This design comes from an exercise in tuning for small area on the open sky130 flow, not from production work.
RTL that was checked went through simulation tests only; none was proved equivalent to the original.
The flow treats the clock pin as an ideal source. Dropping or thinning the clock tree relies on that and would not hold on a real chip.

red:
// four_way_traffic_stop
module four_way_traffic_stop(
    input logic clk, reset, car_north, car_south, car_east, car_west,
    input logic car_north_left, car_south_left, car_east_left, car_west_left,
    output logic [1:0] light_north, light_south, light_east, light_west,
    output logic [1:0] left_north, left_south, left_east, left_west
);
Size in the first run: ~26 I/O pins, about 0.0020 sq mm of cells after synthesis.
clock: 10.0 ns
lec_check: 0
abc_area: 1
cap_margin: 20
core_margin: 2
core_utilization: 40
slew_margin: 20
standard.sh (not shown) runs the stock make flow with config.mk's settings and CLKGATE_MAP_FILE= SYNTH_SCRIPT=/design/flow/synth_recipe.tcl, a recipe that flattens the netlist after the stock synthesis.
==> flow/flow/run.sh <==
#!/bin/bash
# The standard layout, with the smallest buffer on each port and a clock
# tree without dummy load cells.
set -euo pipefail
export BUFFER_PORTS_ARGS="-buffer_cell sky130_fd_sc_hd__buf_1"
export CTS_ARGS="-sink_clustering_enable -repair_clock_nets -dont_use_dummy_load"
bash standard.sh > standard.log 2>&1
red | stages: all done | timing, DRC, antenna: all pass
Edits applied to the flow inputs when going from red to blue:
-- flow/flow/run.sh --
<<< red, line 6
export CTS_ARGS="-sink_clustering_enable -repair_clock_nets -dont_use_dummy_load"
>>> blue, line 6
export CTS_ARGS="-sink_clustering_enable -repair_clock_nets -dont_use_dummy_load -sink_clustering_size 64 -sink_clustering_max_diameter 500 -buf_list sky130_fd_sc_hd__clkbuf_8"
Findings:
As far as worst hold slack goes, red and blue are indistinguishable; the numbers are identical. Comparing red against blue, there is no change at all in synthesized-area fraction occupied by and/or/nand/nor cells. There was hardly any difference in routed wire length between red and blue. Re critical path depth: no difference whatsoever between blue and red.
No run of this note included a check of the RTL's function; only the layout flow was run.


four_way_traffic_stop, a different RTL version from the one above (not shown whole).
Size: ~47 flip-flops, roughly 26 I/O pins, roughly 0.0017 sq mm of cells after synthesis.
## four_way_traffic_stop
module four_way_traffic_stop(
    input logic clk, reset, car_north, car_south, car_east, car_west,
    input logic car_north_left, car_south_left, car_east_left, car_west_left,
    output logic [1:0] light_north, light_south, light_east, light_west,
    output logic [1:0] left_north, left_south, left_east, left_west
);
export LEC_CHECK = 0
export CAP_MARGIN = 20
export CORE_MARGIN = 2
export CORE_UTILIZATION = 40
export SLEW_MARGIN = 20
create_clock -name core_clock -period 10.0 [get_ports {clk}]
==> flow/flow/run.sh <==
#!/bin/bash
# The standard layout (standard.sh) with three changes:
# - synthesis maps with area-oriented ABC scripts, keeping the smallest
#   result (flow/synth.tcl,
#   flow/abc_scripts.txt),
# - each port gets the smallest buffer (buf_1),
# - the clock tree is built without dummy load cells, and without its
#   root buffer, with the flip-flops regrouped among the leaf buffers by
#   position and each leaf buffer sized to its load (flow/post_cts.tcl).
set -euo pipefail
W=$PWD
export AREA_ABC_SCRIPTS=$W/flow/abc_scripts.txt
export AREA_ABC_TMP=$W
export FLOW_SYNTH_TCL=$W/synth_recipe.tcl
export BUFFER_PORTS_ARGS="-buffer_cell sky130_fd_sc_hd__buf_1"
export CTS_ARGS="-sink_clustering_enable -repair_clock_nets -dont_use_dummy_load"
export POST_CTS_TCL=$W/flow/post_cts.tcl
sed "s|SYNTH_SCRIPT=[^ ]*|SYNTH_SCRIPT=$W/flow/synth.tcl|" standard.sh > area_standard.sh
bash area_standard.sh > standard.log 2>&1
==> flow/flow/post_cts.tcl <==
set root [get_cells -quiet clkbuf_0_clk]
set leaves {}
if { [llength $root] == 1 } {
  set rootnet [get_nets clknet_0_clk]
  set leafpins [get_pins -of_objects $rootnet -filter "direction==input"]
  if { [llength $leafpins] <= 4 } {
    set clknet [get_nets clk]
    foreach p $leafpins {
      lappend leaves [get_cells -of_objects $p]
      disconnect_pin $rootnet $p
      connect_pin $clknet $p
    }
    delete_instance $root
    delete_net $rootnet
  }
}
set_propagated_clock [all_clocks]

proc inst_xy { inst } {
  set bb [[sta::sta_to_db_inst $inst] getBBox]
  return [list [expr {([$bb xMin] + [$bb xMax]) / 2.0}] [expr {([$bb yMin] + [$bb yMax]) / 2.0}]]
}

if { [llength $leaves] > 1 } {
  # sinks and leaf nets
  set sinks {}
  set nets {}
  set cx {}
  set cy {}
  foreach leaf $leaves {
    set onet [get_nets -of_objects [get_pins -of_objects $leaf -filter "direction==output"]]
    lappend nets $onet
    foreach p [get_pins -of_objects $onet -filter "direction==input"] {
      lappend sinks [list $p $onet {*}[inst_xy [get_cells -of_objects $p]]]
    }
    lassign [inst_xy $leaf] x y
    lappend cx $x
    lappend cy $y
  }
  set n [llength $leaves]
  # k-means on the sink positions, starting from the leaf buffers' places
  for { set it 0 } { $it < 30 } { incr it } {
    set assign {}
    foreach s $sinks {
      lassign $s p net x y
      set best 0
      set bd 1e30
      for { set j 0 } { $j < $n } { incr j } {
        set d [expr {abs($x - [lindex $cx $j]) + abs($y - [lindex $cy $j])}]
        if { $d < $bd } { set bd $d; set best $j }
      }
      lappend assign $best
    }
    for { set j 0 } { $j < $n } { incr j } {
      set sx 0.0; set sy 0.0; set c 0
      foreach s $sinks a $assign {
        if { $a == $j } {
          set sx [expr {$sx + [lindex $s 2]}]
          set sy [expr {$sy + [lindex $s 3]}]
          incr c
        }
      }
      if { $c > 0 } {
        lset cx $j [expr {$sx / $c}]
        lset cy $j [expr {$sy / $c}]
      }
    }
  }
  # reconnect each sink to its group's leaf net
  foreach s $sinks a $assign {
    lassign $s p net x y
    set want [lindex $nets $a]
    if { [get_full_name $net] ne [get_full_name $want] } {
      disconnect_pin $net $p
      connect_pin $want $p
    }
  }
  # move each leaf buffer to its group's centre
  for { set j 0 } { $j < $n } { incr j } {
    set db [sta::sta_to_db_inst [lindex $leaves $j]]
    set bb [$db getBBox]
    set w [expr {[$bb xMax] - [$bb xMin]}]
    set h [expr {[$bb yMax] - [$bb yMin]}]
    $db setLocation [expr {int([lindex $cx $j] - $w / 2)}] [expr {int([lindex $cy $j] - $h / 2)}]
  }
  detailed_placement
}

foreach leaf $leaves {
  set onet [get_nets -of_objects [get_pins -of_objects $leaf -filter "direction==output"]]
  set sinks [get_pins -of_objects $onet -filter "direction==input"]
  foreach size {2 4 8 16} {
    replace_cell $leaf sky130_fd_sc_hd__clkbuf_$size
    detailed_placement
    estimate_parasitics -placement
    set worst 0
    foreach p $sinks {
      set s [get_property $p slew_max]
      if { $s > $worst } { set worst $s }
    }
    puts "clock leaf [get_full_name $leaf]: clkbuf_$size, [llength $sinks] sinks, worst slew $worst"
    if { $worst < 0.115 } { break }
  }
}
detailed_placement
check_placement -verbose
estimate_parasitics -placement
report_clock_skew
report_worst_slack -min
report_worst_slack -max
Other scripts of this flow, unchanged in this note and not shown: flow/flow/abc_scripts.txt, flow/flow/synth.tcl
Then changed:
--- a/flow/flow/run.sh
+++ b/flow/flow/run.sh
@@ -6,6 +6,5 @@
 # - each port gets the smallest buffer (buf_1),
 # - the clock tree is built without dummy load cells, and without its
-#   root buffer, with the flip-flops regrouped among the leaf buffers by
-#   position and each leaf buffer sized to its load (flow/post_cts.tcl).
+#   root buffer, with leaf buffers sized to their loads (flow/post_cts.tcl).
 set -euo pipefail
 W=$PWD
==> flow/flow/post_cts.tcl (replaced) <==
set root [get_cells -quiet clkbuf_0_clk]
set leaves {}
if { [llength $root] == 1 } {
  set rootnet [get_nets clknet_0_clk]
  set leafpins [get_pins -of_objects $rootnet -filter "direction==input"]
  if { [llength $leafpins] <= 4 } {
    set clknet [get_nets clk]
    foreach p $leafpins {
      lappend leaves [get_cells -of_objects $p]
      disconnect_pin $rootnet $p
      connect_pin $clknet $p
    }
    delete_instance $root
    delete_net $rootnet
  }
}
set_propagated_clock [all_clocks]
foreach leaf $leaves {
  set onet [get_nets -of_objects [get_pins -of_objects $leaf -filter "direction==output"]]
  set sinks [get_pins -of_objects $onet -filter "direction==input"]
  foreach size {2 4 8 16} {
    replace_cell $leaf sky130_fd_sc_hd__clkbuf_$size
    estimate_parasitics -placement
    set worst 0
    foreach p $sinks {
      set s [get_property $p slew_max]
      if { $s > $worst } { set worst $s }
    }
    puts "clock leaf [get_full_name $leaf]: clkbuf_$size, [llength $sinks] sinks, worst slew $worst"
    if { $worst < 0.115 } { break }
  }
}
detailed_placement
check_placement -verbose
estimate_parasitics -placement
report_clock_skew
report_worst_slack -min
report_worst_slack -max
What happened:
- area after synthesis does not change
- via count increases by 0.77%
- cell count is unchanged
- wire length is about the same

-- afterwards: timing with drivers on the ports --
The flow's constraints put no driver on any port. The routed layouts listed below were extracted and timed again, unchanged, in two steps. Step 1, drivers: a clkbuf_16 drives clk and a buf_2 each remaining input, both assumed. Step 2 times the ports against the registers' clock, not the clock port: input delays grow and output delays shrink by t, the midpoint of the rising clock arrivals with the driver on. a / b / c = ideal / step 1 / step 2; a / b = the first two.
run | t, ns | setup slack, ns | worst setup path at the end
red | 0.311 | 7.137 / 7.111 / 6.866 | input to register
blue | 0.311 | 7.137 / 7.111 / 6.866 | input to register
the first run of note 2 | 0.199 | 6.281 / 6.299 / 6.101 | input to register
the second run of note 2 | 0.188 | 6.260 / 6.282 / 6.095 | input to register
After both steps every run listed still meets setup and hold.
